This is an optimization exercise on Yosys and OpenROAD, whose aim is small area and a short achievable clock period, not a production implementation.
Function was checked by simulation only, so behaviour that the tests miss may differ from the original.
Power figures rest on the tool's default switching activity, not on a simulated workload.

==> flow/design.v (outline; a module is shown in full before it is edited, if it fits) <==
// module CannyEdge: 1190 lines
module CannyEdge(dAddrRegRow, dAddrRegCol, bWE, bCE, InData, OutData,
	OPMode, bOPEnable, dReadReg, dWriteReg, clk, rst_b);
  // ...
==> flow/flow/run.sh <==
#!/bin/bash
# Standard layout with two changes:
#  - after the standard synthesis, flow/polarity.py removes inverters between
#    full adders (a full adder is self-dual, so an adder can be implemented in
#    its inverted form); registers and all other cells are untouched;
#  - timing repair aims at a setup slack margin of MARGIN ns, and the port
#    buffers are plain buffers instead of the delay cell buffer_ports picks.
set -euo pipefail
MARGIN=7
R=orfs/results/sky130hd/CannyEdge/base
bash standard.sh synth > log_synth.txt 2>&1
cp $R/1_2_yosys.v $R/1_2_yosys_std.v
python3 flow/polarity.py $R/1_2_yosys_std.v $R/1_2_yosys.v > log_polarity.txt 2>&1
rm -f $R/1_synth.odb $R/1_synth.sdc
bash standard.sh SETUP_SLACK_MARGIN=$MARGIN "BUFFER_PORTS_ARGS=-buffer_cell sky130_fd_sc_hd__buf_2" finish > log_finish.txt 2>&1
==> flow/flow/polarity.py <==
#!/usr/bin/env python3
# Full-adder polarity clean-up on a Yosys netlist of sky130 cells.
# A full adder is self-dual: FA(~a,~b,~c) = (~cout, ~sum). Yosys's extract_fa
# picks input/output inversions freely, which leaves many inverters between
# adders. This pass chooses, for each fa cell, whether to implement it in the
# inverted form, so that as few signals as possible need an inverter, and then
# rebuilds the inverters (one per signal that needs the inverted polarity).
# Registers and all other cells are left as they are.
# usage: polarity.py in.v out.v
import re, sys, random

OUTPINS = {"X", "Y", "Q", "Q_N", "SUM", "COUT", "HI", "LO"}
src = open(sys.argv[1]).read()
cell_re = re.compile(r"^  (sky130_fd_sc_hd__\w+) (\S+)\s+\((.*?)\n  \);\n", re.S | re.M)
pin_re = re.compile(r"\.(\w+)\(([^()]*)\)")

cells = []
for m in cell_re.finditer(src):
    pins = [(p, n.strip()) for p, n in pin_re.findall(m.group(3))]
    cells.append([m.group(1), m.group(2), pins, m.start(), m.end()])

def is_inv(t):
    return t in ("sky130_fd_sc_hd__inv_1", "sky130_fd_sc_hd__clkinv_1")
def is_fa(t):
    return t.startswith("sky130_fd_sc_hd__fa_")

inv_of = {}       # inverter output net -> input net
for c in cells:
    if is_inv(c[0]):
        d = dict(c[2])
        inv_of[d["Y"]] = d["A"]
drv = {}          # net -> cell index (non-inverter drivers)
for i, c in enumerate(cells):
    if is_inv(c[0]):
        continue
    for p, n in c[2]:
        if p in OUTPINS:
            drv[n] = i

def root(n):
    par = 0
    seen = 0
    while n in inv_of:
        n = inv_of[n]; par ^= 1; seen += 1
        if seen > 100:
            raise SystemExit("inverter loop")
    return n, par

# consumers of each root: list of (cell index, pin, parity)
cons = {}
ext_inv_roots = set()
for i, c in enumerate(cells):
    if is_inv(c[0]):
        continue
    for p, n in c[2]:
        if p in OUTPINS:
            continue
        r, par = root(n)
        cons.setdefault(r, []).append((i, p, par))
# inverter outputs that are not consumed by any cell (e.g. ports) keep their inverters
consumed = set()
for c in cells:
    for p, n in c[2]:
        if p not in OUTPINS:
            consumed.add(n)
port_nets = set()
for m in re.finditer(r"^\s*output\s+(?:\[(\d+):(\d+)\]\s+)?(\S+);", src, re.M):
    if m.group(1):
        for b in range(int(m.group(2)), int(m.group(1)) + 1):
            port_nets.add("%s[%d]" % (m.group(3), b))
    else:
        port_nets.add(m.group(3))
for n in inv_of:
    if n in port_nets:
        raise SystemExit("inverter drives a port; not handled")

fa_idx = [i for i, c in enumerate(cells) if is_fa(c[0])]
f = {i: 0 for i in fa_idx}
def fl(i):
    return f.get(i, 0)
def root_cost(r):
    fd = fl(drv[r]) if r in drv else 0
    return 1 if any(par ^ fl(ci) ^ fd for ci, p, par in cons.get(r, [])) else 0

# roots touched by each fa: its outputs and its inputs
touch = {}
for i in fa_idx:
    rs = set()
    for p, n in cells[i][2]:
        if p in OUTPINS:
            rs.add(n)
        else:
            rs.add(root(n)[0])
    touch[i] = rs
before = sum(root_cost(r) for r in cons)
def local_search(seed):
    improved = True
    it = 0
    while improved and it < 50:
        improved = False
        it += 1
        order = fa_idx[:]
        random.Random(seed * 1000 + it).shuffle(order)
        for i in order:
            rs = touch[i]
            c0 = sum(root_cost(r) for r in rs)
            f[i] ^= 1
            c1 = sum(root_cost(r) for r in rs)
            if c1 < c0 or (c1 == c0 and random.Random(seed * 7 + i + it).random() < 0.3):
                improved = improved or c1 < c0
            else:
                f[i] ^= 1
local_search(0)
best = dict(f); bestc = sum(root_cost(r) for r in cons)
# perturb and re-optimise a few times; keep the best assignment
rng = random.Random(12345)
for rnd in range(1, 200):
    for i in rng.sample(fa_idx, max(1, len(fa_idx) // 20)):
        f[i] ^= 1
    local_search(rnd)
    c = sum(root_cost(r) for r in cons)
    if c < bestc:
        best = dict(f); bestc = c
    else:
        f.clear(); f.update(best)
f.clear(); f.update(best)
after = sum(root_cost(r) for r in cons)
sys.stderr.write("polarity: %d fa cells, %d flipped, inverted signals %d -> %d, old inverter cells %d\n"
                 % (len(fa_idx), sum(f.values()), before, after, len(inv_of)))

# rebuild connections
newconn = {}   # (cell index, pin) -> net
newinv = []
k = 0
for r, lst in cons.items():
    fd = fl(drv[r]) if r in drv else 0
    need = [(ci, p) for ci, p, par in lst if par ^ fl(ci) ^ fd]
    keep = [(ci, p) for ci, p, par in lst if not (par ^ fl(ci) ^ fd)]
    for ci, p in keep:
        newconn[(ci, p)] = r
    if need:
        k += 1
        nn = "_pol%d_" % k
        newinv.append((nn, r))
        for ci, p in need:
            newconn[(ci, p)] = nn

out = []
pos = 0
wire_decl = "".join("  wire %s;\n" % nn for nn, r in newinv)
for i, c in enumerate(cells):
    out.append(src[pos:c[3]])
    pos = c[4]
    if is_inv(c[0]):
        continue
    pins = []
    for p, n in c[2]:
        if p not in OUTPINS:
            n = newconn[(i, p)]
        pins.append("    .%s(%s)" % (p, n if not n.startswith("\\") else n + " "))
    nm = c[1] + " " if c[1].startswith("\\") else c[1]
    out.append("  %s %s (\n%s\n  );\n" % (c[0], nm, ",\n".join(pins)))
tail = src[pos:]
for j, (nn, r) in enumerate(newinv):
    tail_cell = "  sky130_fd_sc_hd__inv_1 _polinv%d_ (\n    .A(%s),\n    .Y(%s)\n  );\n" % (
        j + 1, r if not r.startswith("\\") else r + " ", nn)
    out.append(tail_cell)
out.append(tail)
res = "".join(out)
# declare the new wires after the module header
mh = re.search(r"^module [^;]*;\n", res, re.M | re.S)
res = res[:mh.end()] + wire_decl + res[mh.end():]
n_in = len(re.findall(r"^  sky130_fd_sc_hd__", src, re.M))
if n_in != len(cells):
    raise SystemExit("parsed %d of %d cells" % (len(cells), n_in))
open(sys.argv[2], "w").write(res)
==> flow/standard.sh <==
#!/bin/bash
# synth_recipe.tcl (not shown) runs the flow's synth.tcl, then flattens the netlist and writes it again
# the make line also repeats each setting of config.mk as NAME=value (left out here)
make -C /OpenROAD-flow-scripts/flow DESIGN_CONFIG=/design/flow/config.mk WORK_HOME=/design/flow/orfs CLKGATE_MAP_FILE= SYNTH_SCRIPT=/design/flow/synth_recipe.tcl "${@:-finish}"
==> flow/config.mk <==
export PLATFORM = sky130hd
export DESIGN_NAME = CannyEdge
export DESIGN_NICKNAME = CannyEdge
export VERILOG_FILES = /design/flow/design.v
export SDC_FILE = /design/flow/constraint.sdc
export NUM_CORES = 4
export LEC_CHECK = 0
export CAP_MARGIN = 20
export CORE_MARGIN = 2
export CORE_UTILIZATION = 55
export CTS_BUF_LIST = sky130_fd_sc_hd__clkbuf_8
export CTS_CLUSTER_DIAMETER = 60
export CTS_CLUSTER_SIZE = 12
export PLACE_DENSITY = 0.7
export SLEW_MARGIN = 20
==> flow/constraint.sdc <==
create_clock -name core_clock -period 10.0 [get_ports {clk}]
set_input_delay 2.0000 -clock core_clock [delete_from_list [all_inputs] [get_ports {clk}]]
set_output_delay 2.0000 -clock core_clock [all_outputs]
set_load 0.01 [all_outputs]
==> summary.txt, run 1 <==
first-pass GRT wire length 129,400 um; PortBufs 37; CP bufs+invs 4; Worst-Margin Slew 0.8071 ns; CTS tree built; gr busiest metal met2; met1 Use GR 49.96%; total grt overflow 0; status timing/DRC/antenna clean; Leading cell kind multi-input gates; fin cells 3,191; Hold Path End out_dir[0]; Reg2Reg Depth 10; synthesized area 26,190 um^2; Clock Power 896 uW; n_diodes 1; # resized after CTS 350; clock-cell share of area 1.915%; Final Hold Viols 0; Clock Sinks 327; hold depth 0; residual DRC count 0; hold_ws 0.4088 ns; worst-path fanout max 4; placed cells 2,745; net switching power 690.1 uW; worst setup path start x[1][2]; met3 wire length 13,180 um; Top power group registers; Non-clock buffering overhead 12.49%; sw frac 25.62%
==> inputs of run 2 (changes only) <==
--- a/flow/flow/run.sh
+++ b/flow/flow/run.sh
@@ -8,3 +8,3 @@
 set -euo pipefail
-MARGIN=7
+MARGIN=6.7
 R=orfs/results/sky130hd/CannyEdge/base
==> summary.txt, run 2 <==
Top Registers x (200), gq (53) (unchanged); worst-path fanout max 4 (unchanged); total grt overflow 0 (unchanged); core area 46,750 um^2 (unchanged); Power Internal 2007 uW (was 2003 uW); Detail Placement HPWL 63,070 um (was 62,000 um); Final Hold Viols 0 (unchanged); Slew headroom 46.40% (was 45.99%); Area Growth Syn to Fin 19.73% (was 30.48%); clk latency of the worst-skew pair 0.64 ns (about the same); layout cells sized above 1 24.51% (was 39.61%); Worst Hold Class register to register (unchanged); hold depth 0 (unchanged); crit-path most repeated cell a21oi_1 (was fa_2); Syn Inst Count 2,154 (unchanged); PortBufs 37 (unchanged); final setup vio count 0 (unchanged); Clk pin slew, worst setup/hold paths 0.08 ns (about the same); RePlAce Congestion 1.022 (was 1.038); IO Count 38 (unchanged); Arr. time, crit path 3.76 ns (was 3.71 ns); Worst-Margin Slew 0.7937 ns (was 0.8071 ns); count of pins over their slew limit 0 (unchanged); CTS Root Buffer Type clkbuf_8 (unchanged); Startpoint Class register (unchanged); drt total wl 88,280 um (was 93,110 um); most flop-heavy register x (unchanged); Max clock buf depth 3 (unchanged); fmax 295.1 MHz (was 299.8 MHz); status timing/DRC/antenna clean (unchanged); Clock power frac 34.8% (was 33.3%); placed cells 2,745 (unchanged); number of global-route vias before repair 18,170 (was 19,460); Avg Inst Size Synth 12.16 um^2 (unchanged); Total GRT Usage 34.62% (was 36.63%); Tcrit/Tclk final 33.88% (was 33.36%); flop2flop setup slack 6.61 ns (was 6.66 ns); commonest non-fill, non-tap cell in the layout edfxtp_1 (unchanged); critical path required time 10.37 ns (about the same); slowest CP cell edfxtp_1 (was fa_2); Die W 222.2 um (unchanged); highest-count cells in the layout ignoring fill and taps edfxtp_1, xnor2_1, buf_4, fa_1, inv_1 (was edfxtp_1, buf_4, xnor2_1, fa_1, inv_1); synthesized area 26,190 um^2 (unchanged); Synthesis Warnings 3 (unchanged); fin cells 3,073 (was 3,191); First-pass DRT Iterations 6 (was 8); CTS tree built (unchanged); P_leak 0.01174 uW (was 0.01284 uW); post-route antenna net violation count 0 (unchanged); starting density of the core 56.01% (unchanged); hold_buf cts 0 (unchanged); residual DRC count 0 (unchanged); initial antenna violation count 1 (was 5); vias per cell 6.214 (was 6.274); Setup Crit Path Kind register to register (unchanged); first-pass GRT wire length 121,400 um (was 129,400 um); CP Depth 14 (was 10); max cap viols 0 (unchanged); Via Count 19,100 (was 20,020); net switching power 655.5 uW (was 690.1 uW); Wirelength per Cell 28.73 um (was 29.18 um); RSZ-0062 raised after global routing yes (unchanged); Largest register FFs 200 (unchanged); setup_tns 0 ns (unchanged); Clock Sinks 327 (unchanged); H-tree levels 2 (unchanged); Worst Skew 0.03045 ns (was 0.02453 ns); Final nets 2,833 (was 2,954); Final Critical Period 3.388 ns (was 3.336 ns); syn nets 2,540 (unchanged); Logic pwr share 8.6% (was 10.8%); Seq pwr share 56.6% (was 56.0%); Iter 0 DRT Violations 2,533 (was 2,337); fin util 67.06% (was 73.08%); TritonCTS buffer count 39 (was 38); crit-path cells buf_4, buf_6, a21oi_1, a21oi_1, nor2_1, o21ai_0, maj3_1, ha_4, nand2_1, o21ai_2, or4_4, a31o_4, a21oi_4, xnor2_2 (was buf_4, buf_6, buf_8, fa_2, fa_2, fa_2, inv_2, xor2_1, xnor2_1, o21ai_1); Die Y 222.2 um (unchanged); CP max stage delay 0.55 ns (about the same); sw frac 24.62% (was 25.62%); hold_ws 0.4242 ns (was 0.4088 ns); power per cell area 84.90 nW/um^2 (was 78.82 nW/um^2); Core Rows 79 (unchanged); die area 49,370 um^2 (unchanged); Reg2Reg Depth 14 (was 10); largest net degree at the start of global routing 54 (unchanged); CP top delay family compound AO/OA/AOI/OAI gates (was adder cells); Crit. End Element register (unchanged); CP bufs+invs 2 (was 4); VDD IR max 108.6 uV (was 108.2 uV)
[run 2: worst paths after layout]
kind | start | endpoint
max | x[1][0] | Gy[9]
min | dpre[1] | out_dir[1]
max reg2reg | x[1][0] | Gy[9]
min reg2reg | dpre[1] | out_dir[1]
max in group asynchronous | rst_b | S[0]
min in group asynchronous | rst_b | S[1]
[run 2: worst reg2reg max path, stage by stage (launching register included)]
cell and delay [ns]:
edfxtp_1 0.55, buf_4 0.21, buf_6 0.13, a21oi_1 0.15, a21oi_1 0.10, nor2_1 0.11, o21ai_0 0.14, maj3_1 0.41
ha_4 0.27, nand2_1 0.07, o21ai_2 0.06, or4_4 0.43, a31o_4 0.26, a21oi_4 0.13, xnor2_2 0.10
[run 2: what timing repair did]
item                       CTS  global route
hold endpoints to repair     0             0
pin swaps                   25           111
buffers inserted           140           121
gates resized for setup     69           139
setup endpoints to repair  317           238
cloned                       0             7
[run 2: layout make-up]
class | instances | area, um^2
well taps | 607 | 759.5
inverters | 182 | 696.9
multi-input cells | 1585 | 16540
flip-flops and latches | 327 | 9789
clock buffers | 40 | 550.5
repair buffers | 312 | 2854
fillers | 3326 | 15400
diodes | 2 | 5.005
clock inverters | 18 | 156.4
[run 2: routing by layer]
metal	up-vias	share of wire (%)	GRT usage (%)	wire length, um
li1	8144	-	-	-
met1	9425	39	49.17	34650
met2	1250	42	50.49	37020
met3	275	13	9.508	11710
met4	2	5.5	14.36	4842
met5	-	0.059	0	52
[run 2: power by group through the flow]
stage,Combinational [uW],Sequential [uW],Clock [uW]
6_report,229,1510,926
5_1_grt,249,1510,984
4_1_cts,208,1510,933
3_5_place_dp,198,1540,0
3_3_place_gp,193,1540,0
2_1_floorplan,143,1540,0
[run 2: stage by stage]
stage | setup WS [ns] | area (um^2) | total power (uW)
final | 6.612 | 31350 | 2662
after global routing | 6.501 | 31350 | 2741
after CTS | 6.641 | 29620 | 2648
after detailed placement | 5.421 | 27240 | 1736
after global placement | 5.598 | 27240 | 1732
after floorplan | 6.323 | 26620 | 1680
==> inputs of run 3 (changes only) <==
--- a/flow/flow/run.sh
+++ b/flow/flow/run.sh
@@ -8,3 +8,3 @@
 set -euo pipefail
-MARGIN=6.7
+MARGIN=6.5
 R=orfs/results/sky130hd/CannyEdge/base
--- a/flow/config.mk
+++ b/flow/config.mk
@@ -9,3 +9,3 @@
 export CORE_MARGIN = 2
-export CORE_UTILIZATION = 55
+export CORE_UTILIZATION = 70
 export CTS_BUF_LIST = sky130_fd_sc_hd__clkbuf_8
@@ -13,3 +13,3 @@
 export CTS_CLUSTER_SIZE = 12
-export PLACE_DENSITY = 0.7
+export PLACE_DENSITY = 0.8
 export SLEW_MARGIN = 20
==> summary.txt, run 3 <==
status timing/DRC/antenna clean (unchanged); most flop-heavy register x (unchanged); crit-path cells buf_2, nor2_1, and2_1, nand2_2, nor2_4, inv_1, o41ai_4, buf_4 (was buf_4, buf_6, a21oi_1, a21oi_1, nor2_1, o21ai_0, maj3_1, ha_4, nand2_1, o21ai_2, or4_4, a31o_4, a21oi_4, xnor2_2); Worst Skew 0.02398 ns (was 0.03045 ns); Arr. time, crit path 3.84 ns (was 3.76 ns); CP max stage delay 0.48 ns (was 0.55 ns); Core Rows 70 (was 79); CP Depth 8 (was 14); Hold Path End out_dir[1] (unchanged); Die W 197.4 um (was 222.2 um); Reg2Reg Depth 6 (was 14); setup_tns 0 ns (unchanged); CTS Root Buffer Type clkbuf_8 (unchanged); Wirelength per Cell 28.93 um (was 28.73 um); power consumption 2599 uW (was 2662 uW); Final Critical Period 3.527 ns (was 3.388 ns); IO Count 38 (unchanged); layout cells sized above 1 15.95% (was 24.51%); post-route antenna net violation count 0 (unchanged); hold depth 0 (unchanged); commonest non-fill, non-tap cell in the layout edfxtp_1 (unchanged); Top Registers x (200), gq (53) (unchanged); RePlAce Congestion 1.076 (was 1.022); fmax 283.5 MHz (was 295.1 MHz); largest net degree at the start of global routing 54 (unchanged); Worst Hold Class register to register (unchanged); number of global-route vias before repair 18,350 (was 18,170); die area 38,970 um^2 (was 49,370 um^2); Avg Inst Size Synth 12.16 um^2 (unchanged); Clock Sinks 327 (unchanged); clk latency of the worst-skew pair 0.61 ns (was 0.64 ns); initial antenna violation count 3 (was 1); CTS tree built (unchanged); final setup vio count 0 (unchanged); Final nets 2,680 (was 2,833); hold path start dpre[1] (unchanged); n_diodes 0 (was 2); drt total wl 80,290 um (was 88,280 um); Area Growth Syn to Fin 11.00% (was 19.73%); Die Y 197.4 um (was 222.2 um); filler cell count 2,104 (was 3,326); PortBufs 37 (unchanged); VDD IR max 142.5 uV (was 108.6 uV); Syn Inst Count 2,154 (unchanged); syn nets 2,540 (unchanged); max cap viols 0 (unchanged); Critical R2R Launch x[1][3] (was x[1][0]); residual DRC count 0 (unchanged); H-tree levels 2 (unchanged); highest-count cells in the layout ignoring fill and taps edfxtp_1, xnor2_1, fa_1, inv_1, ha_1 (was edfxtp_1, xnor2_1, buf_4, fa_1, inv_1); P_leak 0.01077 uW (was 0.01174 uW); Final Hold Viols 0 (unchanged); slowest CP cell and2_1 (was edfxtp_1); CP bufs+invs 3 (was 2); core area 36,700 um^2 (was 46,750 um^2); Startpoint Class input port (was register); Detail Placement HPWL 59,810 um (was 63,070 um); hold_buf cts 0 (unchanged); Clk pin slew, worst setup/hold paths 0.07 ns (was 0.08 ns); Slew headroom 32.10% (was 46.40%); Largest register FFs 200 (unchanged); Max clock buf depth 3 (unchanged); synthesized area 26,190 um^2 (unchanged); starting density of the core 71.36% (was 56.01%); Setup Crit Path Kind input port to register (was register to register); Crit. End Element register (unchanged); R2R Path End gq[17] (was Gy[9]); worst slack at placement 5.558 ns (was 5.421 ns); Total GRT Usage 41.28% (was 34.62%); Tcrit/Tclk final 35.27% (was 33.88%); TritonCTS buffer count 37 (was 39); Worst-Margin Slew 1.015 ns (was 0.7937 ns); total grt overflow 0 (unchanged); First-pass DRT Iterations 15 (was 6); count of pins over their slew limit 0 (unchanged); vias per cell 6.725 (was 6.214); critical path required time 10.31 ns (was 10.37 ns); Synthesis Warnings 3 (unchanged); flop2flop setup slack 6.48 ns (was 6.61 ns); CP top delay family simple AND/OR/NAND/NOR gates (was compound AO/OA/AOI/OAI gates); Iter 0 DRT Violations 2,552 (was 2,533); Via Count 18,660 (was 19,100); Final Worst Setup Slack 6.473 ns (was 6.612 ns); RSZ-0062 raised after global routing yes (unchanged); power per cell area 89.41 nW/um^2 (was 84.90 nW/um^2); first-pass GRT wire length 114,100 um (was 121,400 um); worst-path fanout max 15 (was 4)
run 3: report_power, final:
group	switching (uW)	internal, uW	leakage, uW
registers	6.17	1500	0.00274
logic	124	83.2	0.00769
clock network	483	400	0.000342
total	613	1990	0.0108
run 3: worst max-delay path by stage:
stage	endpoint	from	slack, ns
finish	x[5][7]	dAddrRegRow[2]	6.47
global route	x[5][7]	dWriteReg[0]	6.41
CTS	x[5][6]	pd[0]	6.33
detailed placement	x[12][6]	dAddrRegRow[2]	5.56
global placement	x[10][4]	bOPEnable	5.64
floorplan	x[0][0]	bOPEnable	6.13
run 3: final cells by class:
type                            count  area, um^2  area share [%]
Multi-Input combinational cell   1584       16070           55.28
Inverter                          182       685.7           2.359
Timing Repair Buffer              162        1281           4.408
Clock buffer                       37       509.2           1.752
Clock inverter                     15       147.6          0.5079
Tap cell                          468       585.6           2.015
Sequential cell                   327        9789           33.68
run 3: worst reg2reg max path: cells and delay by family, from the launching register on:
kind / cells / cell delay, ns
xor+xnor: 2 / 0.32
fa+ha+maj: 4 / 2.14
flops: 1 / 0.81
run 3: layer usage:
metal	part of all wire, %	vias to the layer above	global-route usage (%)
li1	-	7800	-
met1	35	9064	53.19
met2	42	1429	59.45
met3	16	362	18.18
met4	6.9	6	21.39
met5	0.16	-	0.7663
run 3: timing repair:
action | 4_1_cts | 5_1_grt
buffers inserted | 23 | 93
hold endpoints to repair | 0 | 0
endpoints found under the setup margin | 111 | 153
pin swaps | 1 | 12
resized for setup | 17 | 59
run 3: through the flow:
stage	util [%]	std cells	cell area (um^2)	hold WS, ns
2_1_floorplan	-	2154	26410	0.3855
3_3_place_gp	73.35	2607	26920	0.4126
3_5_place_dp	73.35	2607	26920	0.4228
4_1_cts	75.87	2682	27840	0.4408
5_1_grt	79.21	2775	29070	0.4627
6_report	79.21	2775	29070	0.4533
==> inputs of run 4 (changes only) <==
--- a/flow/config.mk
+++ b/flow/config.mk
@@ -9,3 +9,3 @@
 export CORE_MARGIN = 2
-export CORE_UTILIZATION = 70
+export CORE_UTILIZATION = 55
 export CTS_BUF_LIST = sky130_fd_sc_hd__clkbuf_8
@@ -13,3 +13,3 @@
 export CTS_CLUSTER_SIZE = 12
-export PLACE_DENSITY = 0.8
+export PLACE_DENSITY = 0.7
 export SLEW_MARGIN = 20
==> summary.txt, run 4 <==
placed cells 2,746 (was 2,607); H-tree levels 2 (unchanged); crit-path most repeated cell fa_1; PortBufs 37 (unchanged); initial antenna violation count 6 (was 3); residual DRC count 0 (unchanged); first-pass GRT wire length 115,000 um (was 114,100 um); drt total wl 78,970 um (was 80,290 um); Area Growth Syn to Fin 11.53% (was 11.00%); Clock power frac 36.1% (was 34.0%); Wirelength per Cell 27.21 um (was 28.93 um); P_leak 0.01073 uW (was 0.01077 uW); Final Hold Viols 0 (unchanged); critical path required time 10.35 ns (was 10.31 ns); largest net degree at the start of global routing 54 (unchanged); core area 46,750 um^2 (was 36,700 um^2); CTS Root Buffer Type clkbuf_8 (unchanged); Max clock buf depth 3 (unchanged); Top Registers x (200), gq (53) (unchanged); Seq pwr share 56.2% (was 58.0%); CP max stage delay 0.80 ns (was 0.48 ns); Avg Inst Size Synth 12.16 um^2 (unchanged); Slew headroom 38.91% (was 32.10%); synthesized area 26,190 um^2 (unchanged); Worst-Margin Slew 0.9129 ns (was 1.015 ns); highest-count cells in the layout ignoring fill and taps edfxtp_1, xnor2_1, fa_1, inv_1, ha_1 (unchanged); clk latency of the worst-skew pair 0.64 ns (was 0.61 ns); Placed Area 27,090 um^2 (was 26,920 um^2); TritonCTS buffer count 40 (was 37); most flop-heavy register x (unchanged); slowest CP cell edfxtp_1 (was and2_1); commonest non-fill, non-tap cell in the layout edfxtp_1 (unchanged); Iter 0 DRT Violations 2,181 (was 2,552); First-pass DRT Iterations 6 (was 15); design area 29,210 um^2 (was 29,070 um^2); Die W 222.2 um (was 197.4 um); max cap viols 0 (unchanged); vias per cell 6.196 (was 6.725); Core Rows 79 (was 70); status timing/DRC/antenna clean (unchanged); fin util 62.47% (was 79.21%); Worst Skew 0.05200 ns (was 0.02398 ns); sw frac 24.52% (was 23.60%); Final Worst Setup Slack 6.547 ns (was 6.473 ns); Crit. End Element register (unchanged); Total GRT Usage 32.08% (was 41.28%); Worst Hold Class register to register (unchanged); net switching power 657.8 uW (was 613.3 uW); Final nets 2,661 (was 2,680); number of global-route vias before repair 17,970 (was 18,350); Largest register FFs 200 (unchanged); total grt overflow 0 (unchanged); Arr. time, crit path 3.80 ns (was 3.84 ns); count of pins over their slew limit 0 (unchanged); RSZ-0062 raised after global routing no (was yes); IO Count 38 (unchanged); worst slack at placement 5.560 ns (was 5.558 ns); fin cells 2,902 (was 2,775); worst-path fanout max 6 (was 15); Setup Crit Path Kind register to register (was input port to register); Startpoint Class register (was input port); final setup vio count 0 (unchanged); Syn Inst Count 2,154 (unchanged); CTS tree built (unchanged); post-route antenna net violation count 0 (unchanged); Power Internal 2025 uW (was 1986 uW); Clock Sinks 327 (unchanged); starting density of the core 56.01% (was 71.36%); Via Count 17,980 (was 18,660); layout cells sized above 1 15.92% (was 15.95%); Logic pwr share 7.7% (was 8.0%); Tcrit/Tclk final 34.53% (was 35.27%); RePlAce Congestion 1.034 (was 1.076); hold_buf cts 0 (unchanged); Die Y 222.2 um (was 197.4 um); power per cell area 91.85 nW/um^2 (was 89.41 nW/um^2); filler cell count 3,608 (was 2,104); crit-path cells fa_1, fa_1, fa_1, maj3_1, maj3_1 (was buf_2, nor2_1, and2_1, nand2_2, nor2_4, inv_1, o41ai_4, buf_4); fmax 289.6 MHz (was 283.5 MHz); VDD IR max 105.6 uV (was 142.5 uV); Clk pin slew, worst setup/hold paths 0.09 ns (was 0.07 ns); Detail Placement HPWL 59,920 um (was 59,810 um); die area 49,370 um^2 (was 38,970 um^2); syn nets 2,540 (unchanged); Final Critical Period 3.453 ns (was 3.527 ns); Synthesis Warnings 3 (unchanged); setup_tns 0 ns (unchanged)
## run 4: changes by cell type in the layout (fill, tap and decap cells not counted), sizes merged
| cell | change |
|---|---|
| buf | -20 |
| inv | +4 |
| diode | +3 |
| clkbuf | +1 |
| clkinv | -1 |
| clkinvlp | +1 |
## run 4: final timing paths
path	startpoint	endpoint	slack, ns	depth (start not counted)
max	x[11][6]	gq[45]	6.55	5
min	dpre[1]	out_dir[1]	0.49	0
max reg2reg	x[11][6]	gq[45]	6.55	5
min reg2reg	dpre[1]	out_dir[1]	0.49	0
max in group asynchronous	rst_b	S[0]	8.70	1
min in group asynchronous	rst_b	S[1]	1.19	1
## run 4: power by group through the flow
stage	sequential, uW	combinational (uW)	clock (uW)
2_1_floorplan	1540	140	0
3_3_place_gp	1540	189	0
3_5_place_dp	1540	195	0
4_1_cts	1510	199	980
5_1_grt	1510	226	1030
6_report	1510	206	969
## run 4: cell type report
type | instances | area, um^2 | area share (%)
well taps | 607 | 759.5 | 2.600
clock inverters | 19 | 203.9 | 0.6983
flip-flops and latches | 327 | 9789 | 33.52
multi-input cells | 1584 | 16120 | 55.21
inverters | 182 | 685.7 | 2.348
repair buffers | 140 | 1086 | 3.719
diodes | 3 | 7.507 | 0.02570
clock buffers | 40 | 550.5 | 1.885
## run 4: worst max-delay path: cells and delay by family, from the launching register on
family,cells,cell delay [ns]
adder cells (fa/ha/maj),5,2.36
flip-flops,1,0.80
## run 4: timing repair
action | 4_1_cts | 5_1_grt
setup buffers | 49 | 45
pin swaps | 1 | 18
endpoints found under the setup margin | 116 | 103
resized for setup | 23 | 73
cloned | 0 | 0
## run 4: layer usage
metal  vias to the layer above  track usage, %  share of wire, %
met5                         -               0             0.072
met4                         4           13.97               5.0
met3                       225           10.55                13
met2                      1101           46.84                43
met1                      8875           44.01                39
li1                       7775               -                 -
## run 4: through the flow
step | total power (uW) | hold WS (ns)
after floorplan | 1676 | 0.3855
after global placement | 1728 | 0.4994
after detailed placement | 1734 | 0.4634
after CTS | 2686 | 0.5022
after global routing | 2768 | 0.4873
final | 2683 | 0.4856
==> inputs of run 5 (changes only) <==
--- a/flow/config.mk
+++ b/flow/config.mk
@@ -11,4 +11,4 @@
 export CTS_BUF_LIST = sky130_fd_sc_hd__clkbuf_8
-export CTS_CLUSTER_DIAMETER = 60
-export CTS_CLUSTER_SIZE = 12
+export CTS_CLUSTER_DIAMETER = 70
+export CTS_CLUSTER_SIZE = 14
 export PLACE_DENSITY = 0.7
==> summary.txt, run 5 <==
status timing/DRC/antenna clean (unchanged); layout cells sized above 1 15.44% (was 15.92%); Setup Crit Path Kind register to register (unchanged); Iter 0 DRT Violations 2,114 (was 2,181); CP top delay family adder cells (unchanged); crit path capture gq[23] (was gq[45]); post-route antenna net violation count 0 (unchanged); Final nets 2,655 (was 2,661); Worst Skew 0.05909 ns (was 0.05200 ns); First-pass DRT Iterations 8 (was 6); crit-path cells inv_1, fa_1, fa_1, fa_1, maj3_1, maj3_1 (was fa_1, fa_1, fa_1, maj3_1, maj3_1); drt total wl 78,830 um (was 78,970 um); Worst Hold Class register to register (unchanged); vias per cell 6.202 (was 6.196); CP max stage delay 0.69 ns (was 0.80 ns); crit-path most repeated cell fa_1 (unchanged); Final Critical Period 3.504 ns (was 3.453 ns); power per cell area 88.62 nW/um^2 (was 91.85 nW/um^2); most flop-heavy register x (unchanged); syn nets 2,540 (unchanged); core area 46,750 um^2 (unchanged); first-pass GRT wire length 114,500 um (was 115,000 um); Clock Sinks 327 (unchanged); Arr. time, crit path 3.83 ns (was 3.80 ns); critical path required time 10.32 ns (was 10.35 ns); count of pins over their slew limit 0 (unchanged); Clk pin slew, worst setup/hold paths 0.09 ns (about the same); RePlAce Congestion 1.034 (unchanged); Slew headroom 36.64% (was 38.91%); fmax 285.4 MHz (was 289.6 MHz); Startpoint Class register (unchanged); fin cells 2,891 (was 2,902); final setup vio count 0 (unchanged); CTS Root Buffer Type clkbuf_8 (unchanged); Synthesis Warnings 3 (unchanged); slowest CP cell edfxtp_1 (unchanged); CP bufs+invs 1 (was 0); CTS tree built (unchanged); Clock power frac 33.5% (was 36.1%); Core Rows 79 (unchanged); Tcrit/Tclk final 35.04% (was 34.53%); VDD IR max 96.11 uV (was 105.6 uV); P_leak 0.01067 uW (was 0.01073 uW); Die Y 222.2 um (unchanged); die area 49,370 um^2 (unchanged); starting density of the core 56.01% (unchanged); worst-path fanout max 6 (unchanged); flop2flop setup slack 6.50 ns (was 6.55 ns); Critical R2R Launch x[6][4] (was x[11][6]); Largest register FFs 200 (unchanged); clk latency of the worst-skew pair 0.63 ns (was 0.64 ns); PortBufs 37 (unchanged); largest net degree at the start of global routing 54 (unchanged); Worst-Margin Slew 0.9469 ns (was 0.9129 ns); Wirelength per Cell 27.27 um (was 27.21 um); net switching power 631.7 uW (was 657.8 uW); worst setup path start x[6][4] (was x[11][6]); worst slack at placement 5.560 ns (unchanged); Detail Placement HPWL 59,920 um (unchanged); number of global-route vias before repair 17,860 (was 17,970); residual DRC count 0 (unchanged); hold_buf cts 0 (unchanged); Final Worst Setup Slack 6.496 ns (was 6.547 ns); commonest non-fill, non-tap cell in the layout edfxtp_1 (unchanged); CP Depth 6 (was 5); Syn Inst Count 2,154 (unchanged); TritonCTS buffer count 34 (was 40); H-tree levels 2 (unchanged); Top Registers x (200), gq (53) (unchanged); Total GRT Usage 31.98% (was 32.08%); max cap viols 0 (unchanged); Via Count 17,930 (was 17,980); Avg Inst Size Synth 12.16 um^2 (unchanged); Power Internal 1943 uW (was 2025 uW); highest-count cells in the layout ignoring fill and taps edfxtp_1, xnor2_1, fa_1, inv_1, ha_1 (unchanged); placed cells 2,746 (unchanged); total grt overflow 0 (unchanged); sw frac 24.53% (was 24.52%); Crit. End Element register (unchanged); R2R Path End gq[23] (was gq[45]); Final Hold Viols 0 (unchanged); Seq pwr share 58.5% (was 56.2%); synthesized area 26,190 um^2 (unchanged); initial antenna violation count 4 (was 6); Reg2Reg Depth 6 (was 5); RSZ-0062 raised after global routing yes (was no); Die W 222.2 um (unchanged); Area Growth Syn to Fin 10.97% (was 11.53%); Logic pwr share 8.0% (was 7.7%); setup_tns 0 ns (unchanged); Max clock buf depth 3 (unchanged); IO Count 38 (unchanged)
[run 5: worst reg2reg max path, cell delays in order, from the launching register on]
cell	delay [ns]
edfxtp_1	0.69
inv_1	0.13
fa_1	0.51
fa_1	0.62
fa_1	0.48
maj3_1	0.39
maj3_1	0.39
[run 5: per-stage QoR]
step | hold slack, ns | cell area (um^2) | total power [uW] | utilization, %
3_3_place_gp | 0.4994 | 27090 | 1728 | 57.95
4_1_cts | 0.4973 | 28280 | 2577 | 60.48
6_report | 0.4833 | 29060 | 2575 | 62.15
5_1_grt | 0.4827 | 29050 | 2657 | 62.13
2_1_floorplan | 0.3855 | 26410 | 1676 | -
3_5_place_dp | 0.4634 | 27090 | 1734 | 57.95
[run 5: layout make-up]
class	instances	area, um^2
Antenna cell	4	10.01
Clock buffer	34	467.9
Clock inverter	13	156.4
Fill cell	3636	17700
Inverter	182	685.7
Multi-Input combinational cell	1584	16110
Sequential cell	327	9789
Tap cell	607	759.5
Timing Repair Buffer	140	1077
[run 5: per-layer routing]
layer | up-vias | wire length [um] | GRT usage (%)
met1 | 8872 | 30570 | 43.76
met2 | 1096 | 33940 | 46.72
met3 | 198 | 10450 | 10.53
li1 | 7763 | - | -
met4 | 0 | 3870 | 14.19
met5 | - | 0 | 0
[run 5: timing repair]
action | 4_1_cts | 5_1_grt
pin swaps | 1 | 19
resized for setup | 26 | 69
endpoints found under the setup margin | 118 | 94
buffers inserted | 49 | 45
[run 5: worst min path at each step]
stage / endpoint / slack, ns / start / cells past startpoint
floorplan: out_dir[0] / 0.39 / dpre[0] / 0
global placement: out_dir[1] / 0.50 / dpre[1] / 0
detailed placement: out_dir[0] / 0.46 / dpre[0] / 0
CTS: out_dir[0] / 0.50 / dpre[0] / 0
global route: out_dir[0] / 0.48 / dpre[0] / 0
finish: out_dir[1] / 0.48 / dpre[1] / 0
[run 5: power by group through the flow]
stage	sequential [uW]	combinational (uW)	clock (uW)
2_1_floorplan	1540	140	0
3_3_place_gp	1540	189	0
3_5_place_dp	1540	195	0
4_1_cts	1510	199	871
5_1_grt	1510	226	923
6_report	1510	206	862
==> inputs of run 6 (changes only) <==
--- a/flow/flow/run.sh
+++ b/flow/flow/run.sh
@@ -8,3 +8,3 @@
 set -euo pipefail
-MARGIN=6.5
+MARGIN=6.35
 R=orfs/results/sky130hd/CannyEdge/base
==> summary.txt, run 6 <==
synthesized area 26,190 um^2 (unchanged); RePlAce Congestion 1.028 (was 1.034); CTS Root Buffer Type clkbuf_8 (unchanged); Seq pwr share 58.8% (was 58.5%); Detail Placement HPWL 61,930 um (was 59,920 um); Startpoint Class input port (was register); CP max stage delay 0.64 ns (was 0.69 ns); Reg2Reg Depth 10 (was 6); count of pins over their slew limit 0 (unchanged); First-pass DRT Iterations 5 (was 8); fin util 60.98% (was 62.15%); Tcrit/Tclk final 36.35% (was 35.04%); Top Registers x (200), gq (53) (unchanged); hold_buf cts 0 (unchanged); starting density of the core 56.01% (unchanged); syn nets 2,540 (unchanged); final setup vio count 0 (unchanged); Avg Inst Size Synth 12.16 um^2 (unchanged); Die Y 222.2 um (unchanged); hold path start dpre[1] (unchanged); Final Worst Setup Slack 6.365 ns (was 6.496 ns); Clk pin slew, worst setup/hold paths 0.09 ns (about the same); slowest CP cell or3_4 (was edfxtp_1); H-tree levels 2 (unchanged); Wirelength per Cell 27.86 um (was 27.27 um); Total GRT Usage 32.64% (was 31.98%); sw frac 24.23% (was 24.53%); CP top delay family compound AO/OA/AOI/OAI gates (was adder cells); Largest register FFs 200 (unchanged); worst-path fanout max 43 (was 6); core area 46,750 um^2 (unchanged); status timing/DRC/antenna clean (unchanged); CP bufs+invs 2 (was 1); VDD IR max 110.5 uV (was 96.11 uV); Core Rows 79 (unchanged); Arr. time, crit path 4.12 ns (was 3.83 ns); Max clock buf depth 3 (unchanged); hold depth 0 (unchanged); residual DRC count 0 (unchanged); fmax 275.1 MHz (was 285.4 MHz); crit-path cells buf_2, clkinv_2, or3_4, o21ai_0, a21oi_1, o221a_2, nor2_1 (was inv_1, fa_1, fa_1, fa_1, maj3_1, maj3_1); flop2flop setup slack 6.41 ns (was 6.50 ns); R2R Path End Gy[9] (was gq[23]); Clock power frac 33.3% (was 33.5%); Iter 0 DRT Violations 1,997 (was 2,114); CTS tree built (unchanged); largest net degree at the start of global routing 54 (unchanged); setup_tns 0 ns (unchanged); Crit. End Element register (unchanged); first-pass GRT wire length 115,500 um (was 114,500 um); Hold Path End out_dir[1] (unchanged); power per cell area 89.86 nW/um^2 (was 88.62 nW/um^2); Worst Hold Class register to register (unchanged); critical path required time 10.48 ns (was 10.32 ns); most flop-heavy register x (unchanged); Die W 222.2 um (unchanged); worst slack at placement 5.463 ns (was 5.560 ns); worst setup path start dAddrRegCol[2] (was x[6][4]); clk latency of the worst-skew pair 0.62 ns (was 0.63 ns); initial antenna violation count 5 (was 4); layout cells sized above 1 13.02% (was 15.44%); Worst Skew 0.05660 ns (was 0.05909 ns); Final nets 2,632 (was 2,655); Area Growth Syn to Fin 8.868% (was 10.97%); Power Internal 1941 uW (was 1943 uW); post-route antenna net violation count 0 (unchanged); Final Critical Period 3.635 ns (was 3.504 ns); net switching power 620.6 uW (was 631.7 uW); RSZ-0062 raised after global routing yes (unchanged); commonest non-fill, non-tap cell in the layout edfxtp_1 (unchanged); Final Hold Viols 0 (unchanged); number of global-route vias before repair 17,650 (was 17,860); highest-count cells in the layout ignoring fill and taps edfxtp_1, xnor2_1, fa_1, inv_1, ha_1 (unchanged); PortBufs 37 (unchanged); vias per cell 6.203 (was 6.202); Syn Inst Count 2,154 (unchanged); total grt overflow 0 (unchanged); Slew headroom 32.96% (was 36.64%); Critical R2R Launch x[11][4] (was x[6][4]); die area 49,370 um^2 (unchanged); TritonCTS buffer count 34 (unchanged); P_leak 0.01044 uW (was 0.01067 uW); Worst-Margin Slew 0.9964 ns (was 0.9469 ns); Logic pwr share 7.9% (was 8.0%); max cap viols 0 (unchanged); Clock Sinks 327 (unchanged); IO Count 38 (unchanged); Via Count 17,790 (was 17,930); Setup Crit Path Kind input port to register (was register to register); drt total wl 79,910 um (was 78,830 um); Synthesis Warnings 3 (unchanged)
-- run 6: what timing repair did --
item / 4_1_cts / 5_1_grt
endpoints found under the setup margin: 77 / 203
pin swaps: 0 / 5
gates resized for setup: 14 / 42
setup buffers: 20 / 48
-- run 6: power by group through the flow --
| stage | logic (uW) | clock network (uW) | registers [uW] |
|---|---|---|---|
| final | 202 | 852 | 1510 |
| after global routing | 222 | 917 | 1510 |
| after global placement | 188 | 0 | 1540 |
| after detailed placement | 194 | 0 | 1540 |
| after floorplan | 136 | 0 | 1540 |
| after CTS | 196 | 864 | 1510 |
-- run 6: stage by stage --
stage / hold WS [ns] / total power, uW / instances / area, um^2
finish: 0.4950 / 2562 / 2868 / 28510
global route: 0.4967 / 2647 / 2866 / 28500
CTS: 0.5044 / 2568 / 2817 / 27860
detailed placement: 0.4621 / 1733 / 2749 / 26990
global placement: 0.4712 / 1727 / 2748 / 26970
floorplan: 0.3855 / 1673 / 2154 / 26250
-- run 6: worst max-delay path by stage --
stage,end,slack [ns],depth (start not counted)
after floorplan,x[0][0],6.13,5
after global placement,out_nms[3],5.42,6
after detailed placement,x[0][3],5.46,6
after CTS,x[24][2],6.31,5
after global routing,x[11][7],6.32,6
final,out_nms[6],6.36,7
-- run 6: cell type report --
type / count / area [um^2]
tap: 607 / 759.5
timing repair buffer: 117 / 867.1
sequential: 327 / 9789
antenna: 3 / 7.507
multi-input combinational: 1584 / 15780
fill: 3738 / 18250
clock buffer: 34 / 467.9
inverter: 182 / 684.4
clock inverter: 14 / 153.9
-- run 6: metal layers --
layer	wire, um	vias up	GRT usage, %
li1	-	7710	-
met5	12	-	0
met4	3523	2	12.86
met3	10030	197	10.92
met2	34250	999	48.23
met1	32100	8883	44.74
==> inputs of run 7 (changes only) <==
--- a/flow/flow/run.sh
+++ b/flow/flow/run.sh
@@ -8,3 +8,3 @@
 set -euo pipefail
-MARGIN=6.35
+MARGIN=6.6
 R=orfs/results/sky130hd/CannyEdge/base
--- a/flow/config.mk
+++ b/flow/config.mk
@@ -11,4 +11,4 @@
 export CTS_BUF_LIST = sky130_fd_sc_hd__clkbuf_8
-export CTS_CLUSTER_DIAMETER = 70
-export CTS_CLUSTER_SIZE = 14
+export CTS_CLUSTER_DIAMETER = 80
+export CTS_CLUSTER_SIZE = 16
 export PLACE_DENSITY = 0.7
==> summary.txt, run 7 <==
status timing/DRC/antenna clean (unchanged); flop2flop setup slack 6.64 ns (was 6.41 ns); power per cell area 82.69 nW/um^2 (was 89.86 nW/um^2); Clock Sinks 327 (unchanged); P_leak 0.01111 uW (was 0.01044 uW); Top Registers x (200), gq (53) (unchanged); Startpoint Class register (was input port); layout cells sized above 1 18.73% (was 13.02%); syn nets 2,540 (unchanged); hold_ws 0.4490 ns (was 0.4950 ns); First-pass DRT Iterations 5 (unchanged); drt total wl 83,650 um (was 79,910 um); Worst-Margin Slew 0.8154 ns (was 0.9964 ns); H-tree levels 1 (was 2); fin cells 2,958 (was 2,868); number of global-route vias before repair 17,600 (was 17,650); Worst Skew 0.03851 ns (was 0.05660 ns); Via Count 18,200 (was 17,790); synthesized area 26,190 um^2 (unchanged); Arr. time, crit path 3.75 ns (was 4.12 ns); highest-count cells in the layout ignoring fill and taps edfxtp_1, xnor2_1, fa_1, inv_1, buf_4 (was edfxtp_1, xnor2_1, fa_1, inv_1, ha_1); Syn Inst Count 2,154 (unchanged); Max clock buf depth 3 (unchanged); CP max stage delay 0.56 ns (was 0.64 ns); Register Area 9789 um^2 (unchanged); largest net degree at the start of global routing 54 (unchanged); clk latency of the worst-skew pair 0.65 ns (was 0.62 ns); hold_buf cts 0 (unchanged); most flop-heavy register x (unchanged); fin util 63.80% (was 60.98%); Crit. End Element register (unchanged); CTS Root Buffer Type clkbuf_8 (unchanged); critical path required time 10.39 ns (was 10.48 ns); count of pins over their slew limit 0 (unchanged); Final Critical Period 3.365 ns (was 3.635 ns); Setup Crit Path Kind register to register (was input port to register); crit-path cells buf_4, maj3_1, xnor2_1, xnor2_1, maj3_1, ha_1, or4_4, a31o_4, a21oi_4, xnor2_2 (was buf_2, clkinv_2, or3_4, o21ai_0, a21oi_1, o221a_2, nor2_1); Avg Inst Size Synth 12.16 um^2 (unchanged); final setup vio count 0 (unchanged); post-route antenna net violation count 0 (unchanged); RSZ-0062 raised after global routing yes (unchanged); Area Growth Syn to Fin 13.90% (was 8.868%); RePlAce Congestion 1.008 (was 1.028); Critical R2R Launch x[11][3] (was x[11][4]); Iter 0 DRT Violations 2,096 (was 1,997); PortBufs 37 (unchanged); crit path capture Gy[9] (was out_nms[6]); die area 49,370 um^2 (unchanged); Final nets 2,723 (was 2,632); Wirelength per Cell 28.28 um (was 27.86 um); commonest non-fill, non-tap cell in the layout edfxtp_1 (unchanged); total grt overflow 0 (unchanged); IO Count 38 (unchanged); max cap viols 0 (unchanged); CP bufs+invs 1 (was 2); worst setup path start x[11][3] (was dAddrRegCol[2]); Largest register FFs 200 (unchanged); Detail Placement HPWL 63,900 um (was 61,930 um); starting density of the core 56.01% (unchanged); Core Rows 79 (unchanged); CP Depth 10 (was 7); CP top delay family adder cells (was compound AO/OA/AOI/OAI gates); setup_tns 0 ns (unchanged); Total GRT Usage 33.72% (was 32.64%); area occupied by multi-input gates 16,230 um^2 (was 15,780 um^2); residual DRC count 0 (unchanged); VDD IR max 135.4 uV (was 110.5 uV); Clk pin slew, worst setup/hold paths 0.10 ns (was 0.09 ns); initial antenna violation count 5 (unchanged); filler cell count 3,561 (was 3,738); fmax 297.2 MHz (was 275.1 MHz); Die Y 222.2 um (unchanged); worst-path fanout max 5 (was 43); core area 46,750 um^2 (unchanged); Tcrit/Tclk final 33.65% (was 36.35%); vias per cell 6.153 (was 6.203); Reg2Reg Depth 10 (unchanged); slowest CP cell or4_4 (was or3_4); Die W 222.2 um (unchanged); TritonCTS buffer count 27 (was 34); Final Hold Viols 0 (unchanged); hold depth 0 (unchanged); Synthesis Warnings 3 (unchanged); CTS tree built (unchanged); first-pass GRT wire length 119,000 um (was 115,500 um); Slew headroom 45.64% (was 32.96%); placed cells 2,747 (was 2,749); Worst Hold Class register to register (unchanged); R2R Path End Gy[9] (unchanged)
-- run 7: final cells by class --
class / count / area share, %
timing repair buffer: 215 / 6.246
antenna: 2 / 0.01678
inverter: 182 / 2.299
tap: 607 / 2.546
multi-input combinational: 1584 / 54.40
clock inverter: 14 / 0.4237
clock buffer: 27 / 1.246
sequential: 327 / 32.82
-- run 7: what timing repair did --
action / CTS / global route
resized for setup: 36 / 85
endpoints found under the hold margin: 0 / 0
pin swaps: 7 / 36
setup buffers: 92 / 76
endpoints found under the setup margin: 289 / 118
-- run 7: report_power, final --
group          internal (uW)  switching [uW]  total (uW)
logic                   86.5             126         212
clock network            286             461         747
registers               1500            5.77        1510
total                   1870             593        2470
-- run 7: worst min path at each step --
stage	startpoint	end	slack [ns]
CTS	dpre[1]	out_dir[1]	0.45
global placement	dpre[1]	out_dir[1]	0.42
floorplan	dpre[0]	out_dir[0]	0.39
detailed placement	dpre[1]	out_dir[1]	0.42
global route	dpre[1]	out_dir[1]	0.45
finish	dpre[0]	out_dir[0]	0.45
-- run 7: worst register-to-register path, cell delays in order, from the launching register on --
cell and delay (ns):
edfxtp_1 0.50, buf_4 0.19, maj3_1 0.39, xnor2_1 0.21, xnor2_1 0.12, maj3_1 0.39, ha_1 0.26, or4_4 0.56
a31o_4 0.25, a21oi_4 0.13, xnor2_2 0.09
-- run 7: per-stage QoR --
| stage | total power [uW] | setup WS [ns] | cell area [um^2] |
|---|---|---|---|
| after floorplan | 1679 | 6.323 | 26580 |
| after global placement | 1733 | 5.572 | 27230 |
| after detailed placement | 1737 | 5.455 | 27230 |
| after CTS | 2465 | 6.570 | 28770 |
| after global routing | 2550 | 6.515 | 29820 |
| final | 2466 | 6.635 | 29830 |
-- run 7: per-layer routing --
layer,routed length (um),vias to the layer above,part of all wire [%],GRT usage [%]
li1,-,7899,-,-
met2,35900,1028,43,49.30
met5,13,-,0.016,0
met1,33970,9096,41,48.91
met4,3482,2,4.2,12.25
met3,10280,177,12,8.556
==> inputs of run 8 (changes only) <==
--- a/flow/flow/run.sh
+++ b/flow/flow/run.sh
@@ -8,3 +8,3 @@
 set -euo pipefail
-MARGIN=6.6
+MARGIN=6.5
 R=orfs/results/sky130hd/CannyEdge/base
==> summary.txt, run 8 <==
critical path required time 10.29 ns (was 10.39 ns); met3 wire length 10,420 um (was 10,280 um); sw frac 24.43% (was 24.03%); power per cell area 84.61 nW/um^2 (was 82.69 nW/um^2); P_leak 0.01054 uW (was 0.01111 uW); most flop-heavy register x (unchanged); power consumption 2441 uW (was 2466 uW); largest net degree at the start of global routing 54 (unchanged); Final Critical Period 3.451 ns (was 3.365 ns); Arr. time, crit path 3.74 ns (was 3.75 ns); Core Rows 79 (unchanged); Iter 0 DRT Violations 2,238 (was 2,096); Largest register FFs 200 (unchanged); Logic pwr share 8.4% (was 8.6%); RePlAce Congestion 1.034 (was 1.008); number of global-route vias before repair 17,810 (was 17,600); die area 49,370 um^2 (unchanged); layout cells sized above 1 14.69% (was 18.73%); Power Internal 1844 uW (was 1874 uW); flop2flop setup slack 6.55 ns (was 6.64 ns); design area 28,850 um^2 (was 29,830 um^2); synthesized area 26,190 um^2 (unchanged); residual DRC count 0 (unchanged); Area Growth Syn to Fin 10.16% (was 13.90%); Via Count 17,930 (was 18,200); Seq pwr share 61.8% (was 61.1%); initial antenna violation count 5 (unchanged); max layer used met5 (unchanged); CTS Root Buffer Type clkbuf_8 (unchanged); first-pass GRT wire length 114,500 um (was 119,000 um); Synthesis Warnings 3 (unchanged); Top Registers x (200), gq (53) (unchanged); RSZ-0062 raised after global routing yes (unchanged); syn nets 2,540 (unchanged); Wirelength per Cell 27.28 um (was 28.28 um); fin util 61.70% (was 63.80%); Startpoint Class input port (was register); vias per cell 6.227 (was 6.153); final setup vio count 0 (unchanged); commonest non-fill, non-tap cell in the layout edfxtp_1 (unchanged); Max clock buf depth 3 (unchanged); CTS tree built (unchanged); clk latency of the worst-skew pair 0.65 ns (about the same); Slew headroom 36.32% (was 45.64%); H-tree levels 1 (unchanged); DR WL met2 33,900 um (was 35,900 um); total grt overflow 0 (unchanged); Die Y 222.2 um (unchanged); Total GRT Usage 31.82% (was 33.72%); worst-path fanout max 8 (was 5); Worst-Margin Slew 0.9517 ns (was 0.8154 ns); Tcrit/Tclk final 34.51% (was 33.65%); Setup Crit Path Kind input port to register (was register to register); worst slack at placement 5.560 ns (was 5.455 ns); Avg Inst Size Synth 12.16 um^2 (unchanged); setup_tns 0 ns (unchanged); max cap viols 0 (unchanged); TritonCTS buffer count 27 (unchanged); fmax 289.7 MHz (was 297.2 MHz); Final Hold Viols 0 (unchanged); Syn Inst Count 2,154 (unchanged); Final nets 2,646 (was 2,723); M1 wire length 30,620 um (was 33,970 um); count of pins over their slew limit 0 (unchanged); PortBufs 37 (unchanged); Die W 222.2 um (unchanged); First-pass DRT Iterations 5 (unchanged); VDD IR max 116.1 uV (was 135.4 uV); Crit. End Element register (unchanged); Detail Placement HPWL 59,920 um (was 63,900 um); Clock Sinks 327 (unchanged); core area 46,750 um^2 (unchanged); Worst Hold Class register to register (unchanged); drt total wl 78,580 um (was 83,650 um); Clock power frac 29.8% (was 30.3%); post-route antenna net violation count 0 (unchanged); IO Count 38 (unchanged); net switching power 596.4 uW (was 592.6 uW); Clk pin slew, worst setup/hold paths 0.09 ns (was 0.10 ns); status timing/DRC/antenna clean (unchanged); Placed Area 27,090 um^2 (was 27,230 um^2); Final Worst Setup Slack 6.549 ns (was 6.635 ns); starting density of the core 56.01% (unchanged); highest-count cells in the layout ignoring fill and taps edfxtp_1, xnor2_1, fa_1, inv_1, ha_1 (was edfxtp_1, xnor2_1, fa_1, inv_1, buf_4); Worst Skew 0.03552 ns (was 0.03851 ns)
-- run 8: power groups by stage --
stage / clock network [uW] / logic [uW] / registers [uW]
2_1_floorplan: 0 / 140 / 1540
3_3_place_gp: 0 / 189 / 1540
3_5_place_dp: 0 / 195 / 1540
4_1_cts: 735 / 199 / 1510
5_1_grt: 788 / 226 / 1510
6_report: 728 / 206 / 1510
-- run 8: timing repair --
| item | 4_1_cts | 5_1_grt |
|---|---|---|
| setup endpoints to repair | 115 | 105 |
| pin swaps | 2 | 12 |
| hold buffers | 0 | 0 |
| buffers inserted | 47 | 45 |
| cloned | 0 | 0 |
| resized for setup | 27 | 63 |
-- run 8: area by class of cell --
cell class	count	area, um^2
fillers	3651	17910
multi-input cells	1584	16080
flip-flops and latches	327	9789
repair buffers	138	1055
well taps	607	759.5
inverters	182	685.7
clock buffers	27	371.6
clock inverters	9	88.84
diodes	6	15.01
-- run 8: final timing paths --
path | start | endpoint | cells past startpoint
worst max-delay path | dWriteReg[0] | x[20][0] | 7
worst min-delay path | dpre[1] | out_dir[1] | 0
worst max register to register | x[6][6] | gq[34] | 6
worst min register to register | dpre[1] | out_dir[1] | 0
max in group asynchronous | rst_b | S[0] | 1
min in group asynchronous | rst_b | S[1] | 1
-- run 8: through the flow --
stage | instances | hold slack (ns)
floorplan | 2154 | 0.3855
global placement | 2746 | 0.4994
detailed placement | 2746 | 0.4634
CTS | 2829 | 0.5090
global route | 2874 | 0.5031
finish | 2880 | 0.4880
-- run 8: routing by layer --
metal	up-vias	GRT usage [%]
met2	1118	46.55
met4	2	13.14
met5	-	0
li1	7747	-
met1	8873	43.92
met3	193	10.43
-- run 8: worst max-delay path, cell delays in order --
cell     delay (ns)
buf_2          0.11
or3_1          0.46
nor3b_4        0.31
buf_4          0.17
buf_4          0.11
nand3_4        0.15
nor2_4         0.42
==> inputs of run 9 (changes only) <==
--- a/flow/config.mk
+++ b/flow/config.mk
@@ -7,2 +7,3 @@
 export LEC_CHECK = 0
+export ABC_AREA = 1
 export CAP_MARGIN = 20
==> summary.txt, run 9 <==
Clock power frac 32.5% (was 29.8%); Die W 223.8 um (was 222.2 um); synthesized area 26,560 um^2 (was 26,190 um^2); Avg Inst Size Synth 9.363 um^2 (was 12.16 um^2); largest net degree at the start of global routing 54 (unchanged); final setup vio count 0 (unchanged); Synthesis Warnings 3 (unchanged); Max clock buf depth 3 (unchanged); Slew headroom 29.93% (was 36.32%); Worst Hold Class register to register (unchanged); Final Hold Viols 0 (unchanged); Core Rows 80 (was 79); number of global-route vias before repair 20,870 (was 17,810); VDD IR max 130.7 uV (was 116.1 uV); max cap viols 0 (unchanged); Tcrit/Tclk final 35.26% (was 34.51%); status timing/DRC/antenna clean (unchanged); n_diodes 0 (was 6); First-pass DRT Iterations 6 (was 5); PortBufs 37 (unchanged); hold path start dpre[1] (unchanged); Total GRT Usage 34.48% (was 31.82%); Crit. End Element register (unchanged); Area Growth Syn to Fin 11.69% (was 10.16%); RSZ-0062 raised after global routing yes (unchanged); core area 47,750 um^2 (was 46,750 um^2); Iter 0 DRT Violations 2,198 (was 2,238); fin cells 3,637 (was 2,880); commonest non-fill, non-tap cell in the layout nand2_1 (was edfxtp_1); worst-path fanout max 2 (was 8); Final Critical Period 3.526 ns (was 3.451 ns); first-pass GRT wire length 126,000 um (was 114,500 um); Power Internal 1882 uW (was 1844 uW); clk latency of the worst-skew pair 0.69 ns (was 0.65 ns); post-route antenna net violation count 0 (unchanged); residual DRC count 0 (unchanged); layout cells sized above 1 12.87% (was 14.69%); highest-count cells in the layout ignoring fill and taps nand2_1, inv_1, edfxtp_1, nor2_1, fa_1 (was edfxtp_1, xnor2_1, fa_1, inv_1, ha_1); power per cell area 84.43 nW/um^2 (was 84.61 nW/um^2); Logic pwr share 7.4% (was 8.4%); count of pins over their slew limit 0 (unchanged); hold depth 0 (unchanged); placed cells 3,470 (was 2,746); fin util 62.14% (was 61.70%); Clock Sinks 327 (unchanged); P_leak 0.01322 uW (was 0.01054 uW); flop2flop setup slack 6.47 ns (was 6.55 ns); total grt overflow 0 (unchanged); TritonCTS buffer count 28 (was 27); net switching power 622.4 uW (was 596.4 uW); Die Y 223.8 um (was 222.2 um); hold_ws 0.4265 ns (was 0.4880 ns); Worst Skew 0.06887 ns (was 0.03552 ns); Via Count 21,180 (was 17,930); IO Count 38 (unchanged); starting density of the core 55.63% (was 56.01%); RePlAce Congestion 1.042 (was 1.034); Largest register FFs 200 (unchanged); Wirelength per Cell 23.47 um (was 27.28 um); Setup Crit Path Kind register to register (was input port to register); Seq pwr share 60.0% (was 61.8%); Worst-Margin Slew 1.048 ns (was 0.9517 ns); fmax 283.6 MHz (was 289.7 MHz); Startpoint Class register (was input port); Hold Path End out_dir[1] (unchanged); Detail Placement HPWL 67,700 um (was 59,920 um); Syn Inst Count 2,837 (was 2,154); H-tree levels 1 (unchanged); R2R Path End gq[19] (was gq[34]); Arr. time, crit path 3.98 ns (was 3.74 ns); Final nets 3,398 (was 2,646); setup_tns 0 ns (unchanged); critical path required time 10.46 ns (was 10.29 ns); sw frac 24.85% (was 24.43%); syn nets 3,223 (was 2,540); CTS Root Buffer Type clkbuf_8 (unchanged); Reg2Reg Depth 9 (was 6); drt total wl 85,370 um (was 78,580 um); vias per cell 5.822 (was 6.227); initial antenna violation count 1 (was 5); Critical R2R Launch x[2][4] (was x[6][6]); Top Registers x (200), gq (53) (unchanged); CTS tree built (unchanged); Clk pin slew, worst setup/hold paths 0.10 ns (was 0.09 ns); die area 50,070 um^2 (was 49,370 um^2); most flop-heavy register x (unchanged)
==> run 9: worst max-delay path by stage <==
| stage | startpoint | end | slack (ns) | cells past startpoint |
|---|---|---|---|---|
| final | x[2][4] | gq[19] | 6.47 | 9 |
| after global routing | x[2][1] | Gx[8] | 6.32 | 20 |
| after CTS | rst_b | x[21][0] | 6.51 | 7 |
| after detailed placement | pd[1] | x[11][0] | 5.37 | 9 |
| after global placement | dAddrRegCol[2] | x[7][5] | 5.47 | 7 |
| after floorplan | bCE | gq[0] | 5.98 | 6 |
==> run 9: per-layer routing <==
layer  vias up  wire length (um)  GRT usage [%]  part of all wire, %
li1       9627                 -              -                    -
met1     10180             33270          45.11                   39
met2      1095             38910          55.26                   46
met3       274              7866          6.440                  9.2
met4         2              5317          17.63                  6.2
met5         -                16              0                0.019
==> run 9: what timing repair did <==
action,in CTS,in global routing
hold buffers,0,0
pin swaps,3,48
buffers inserted,68,59
hold endpoints to repair,0,0
endpoints found under the setup margin,242,195
resized for setup,36,111
==> run 9: per-stage QoR <==
stage	power (uW)	instance area, um^2	setup slack [ns]
after floorplan	1641	26640	5.980
after global placement	1705	27510	5.474
after detailed placement	1709	27510	5.372
after CTS	2503	28730	6.505
after global routing	2570	29670	6.323
final	2505	29670	6.474
==> run 9: critical path: stages (launching register included) <==
cell	delay (ns)
edfxtp_1	0.50
buf_6	0.18
fa_1	0.52
fa_2	0.48
fa_2	0.67
nand2_2	0.11
o21a_1	0.20
a21oi_2	0.16
xor2_1	0.23
xor2_1	0.24
==> run 9: area by class of cell <==
type	count	area [um^2]
Inverter	408	1553
Clock buffer	28	385.4
Timing Repair Buffer	174	1335
Fill cell	3969	18080
Clock inverter	12	161.4
Multi-Input combinational cell	2073	15680
Sequential cell	327	9789
Tap cell	615	769.5
==> run 9: power groups by stage <==
| stage | combinational, uW | clock (uW) | sequential [uW] |
|---|---|---|---|
| final | 187 | 815 | 1500 |
| after global routing | 204 | 861 | 1500 |
| after CTS | 178 | 821 | 1500 |
| after detailed placement | 173 | 0 | 1540 |
| after global placement | 170 | 0 | 1540 |
| after floorplan | 106 | 0 | 1530 |
==> inputs of run 10 (changes only) <==
--- a/flow/flow/run.sh
+++ b/flow/flow/run.sh
@@ -8,3 +8,3 @@
 set -euo pipefail
-MARGIN=6.5
+MARGIN=6.8
 R=orfs/results/sky130hd/CannyEdge/base
==> summary.txt, run 10 <==
status timing/DRC/antenna clean (unchanged); Crit. End Element register (unchanged); fmax 290.0 MHz (was 283.6 MHz); PortBufs 37 (unchanged); post-route antenna net violation count 0 (unchanged); slowest CP cell fa_2 (unchanged); die area 50,070 um^2 (unchanged); final setup vio count 0 (unchanged); CTS Root Buffer Type clkbuf_8 (unchanged); Critical R2R Launch x[1][6] (was x[2][4]); first-pass GRT wire length 129,700 um (was 126,000 um); Core Rows 80 (unchanged); power consumption 2549 uW (was 2505 uW); Final Worst Setup Slack 6.551 ns (was 6.474 ns); TritonCTS buffer count 28 (unchanged); syn nets 3,223 (unchanged); design area 32,340 um^2 (was 29,670 um^2); core area 47,750 um^2 (unchanged); CP top delay family adder cells (unchanged); Worst Skew 0.04625 ns (was 0.06887 ns); IO Count 38 (unchanged); Final nets 3,520 (was 3,398); Via Count 22,260 (was 21,180); total grt overflow 0 (unchanged); worst-path fanout max 4 (was 2); largest net degree at the start of global routing 54 (unchanged); Synthesis Warnings 3 (unchanged); Wirelength per Cell 24.02 um (was 23.47 um); Total GRT Usage 35.22% (was 34.48%); CTS tree built (unchanged); starting density of the core 55.63% (unchanged); vias per cell 5.917 (was 5.822); initial antenna violation count 1 (unchanged); crit-path cells buf_6, fa_1, fa_1, fa_2, inv_2, xor2_2, xnor2_2, or2_4, nand2_4, xnor2_2 (was buf_6, fa_1, fa_2, fa_2, nand2_2, o21a_1, a21oi_2, xor2_1, xor2_1); most flop-heavy register x (unchanged); First-pass DRT Iterations 6 (unchanged); Die Y 223.8 um (unchanged); Area Growth Syn to Fin 21.74% (was 11.69%); Avg Inst Size Synth 9.363 um^2 (unchanged); Worst Hold Class register to register (unchanged); synthesized area 26,560 um^2 (unchanged); RSZ-0062 raised after global routing yes (unchanged); residual DRC count 0 (unchanged); Max clock buf depth 3 (unchanged); Clock Sinks 327 (unchanged); Top Registers x (200), gq (53) (unchanged); Placed Area 27,670 um^2 (was 27,510 um^2); Startpoint Class register (unchanged); worst slack at placement 5.376 ns (was 5.372 ns); max cap viols 0 (unchanged); Slew headroom 40.16% (was 29.93%); power per cell area 78.82 nW/um^2 (was 84.43 nW/um^2); highest-count cells in the layout ignoring fill and taps nand2_1, inv_1, edfxtp_1, nor2_1, buf_4 (was nand2_1, inv_1, edfxtp_1, nor2_1, fa_1); Largest register FFs 200 (unchanged); VDD IR max 132.0 uV (was 130.7 uV); setup_tns 0 ns (unchanged); Die W 223.8 um (unchanged); Worst-Margin Slew 0.8913 ns (was 1.048 ns); count of pins over their slew limit 0 (unchanged); filler cell count 3,651 (was 3,969); RePlAce Congestion 1.031 (was 1.042); Iter 0 DRT Violations 2,458 (was 2,198); commonest non-fill, non-tap cell in the layout nand2_1 (unchanged); Final Critical Period 3.449 ns (was 3.526 ns); Final Hold Viols 0 (unchanged); worst setup path start x[1][6] (was x[2][4]); Tcrit/Tclk final 34.49% (was 35.26%); Detail Placement HPWL 66,430 um (was 67,700 um); H-tree levels 1 (unchanged); hold path start dpre[1] (unchanged); number of global-route vias before repair 21,960 (was 20,870); Clk pin slew, worst setup/hold paths 0.09 ns (was 0.10 ns); clk latency of the worst-skew pair 0.67 ns (was 0.69 ns); layout cells sized above 1 25.08% (was 12.87%); P_leak 0.01409 uW (was 0.01322 uW); CP max stage delay 0.61 ns (was 0.67 ns); Arr. time, crit path 3.86 ns (was 3.98 ns); CP bufs+invs 2 (was 1); Syn Inst Count 2,837 (unchanged); Setup Crit Path Kind register to register (unchanged); critical path required time 10.41 ns (was 10.46 ns); drt total wl 90,360 um (was 85,370 um)
[run 10: cell count changes in the layout (fill, tap and decap cells not counted), sizes merged]
cell and delta:
buf +116, clkbuf +6, clkinvlp +5, diode +1, inv -4, nor3 +1
[run 10: worst paths after layout]
path / depth (start not counted) / slack, ns / endpoint
max in group asynchronous: 1 / 8.75 / S[1]
max reg2reg: 10 / 6.55 / gq[24]
min: 0 / 0.41 / out_dir[1]
max: 10 / 6.55 / gq[24]
min in group asynchronous: 1 / 1.14 / S[0]
min reg2reg: 0 / 0.41 / out_dir[1]
[run 10: area by class of cell]
type                    count  area [um^2]  share of cell area (%)
well taps                 615        769.5                   2.379
clock inverters            13        148.9                  0.4604
clock buffers              29        399.1                   1.234
diodes                      1        2.502                0.007738
inverters                 408         1579                   4.883
multi-input cells        2074        17180                   53.11
flip-flops and latches    327         9789                   30.27
repair buffers            295         2475                   7.653
[run 10: metal layers]
| metal | GRT usage (%) | share of wire (%) | vias up |
|---|---|---|---|
| met2 | 57.40 | 46 | 1315 |
| met1 | 45.03 | 37 | 10720 |
| met5 | 0 | 0.092 | - |
| li1 | - | - | 9873 |
| met3 | 7.345 | 11 | 346 |
| met4 | 17.40 | 6.5 | 2 |
[run 10: timing repair]
action,CTS,global route
gates cloned,1,4
pin swaps,108,171
hold buffers,0,0
endpoints found under the setup margin,316,235
resized for setup,207,317
setup buffers,159,86
[run 10: power by group]
| part | internal (uW) | switching (uW) |
|---|---|---|
| clock | 329 | 500 |
| sequential | 1500 | 3.51 |
| combinational | 73.6 | 143 |
| total | 1900 | 646 |
[run 10: stage by stage]
step | std cells | hold WS [ns] | util (%)
final | 3762 | 0.4139 | 67.73
after global routing | 3761 | 0.4230 | 67.73
after CTS | 3671 | 0.4160 | 63.59
after detailed placement | 3469 | 0.3921 | 57.95
after global placement | 3469 | 0.3964 | 57.95
after floorplan | 2837 | 0.3855 | -

Re-timed with assumed drivers on the ports (clkbuf_16 on the clock, buf_2 on other inputs), run 10 has 6.551 ns of setup slack against 6.551 ns with ideal ports, and 6.114 ns once port delays also move by the mid clock arrival of 0.710 ns.
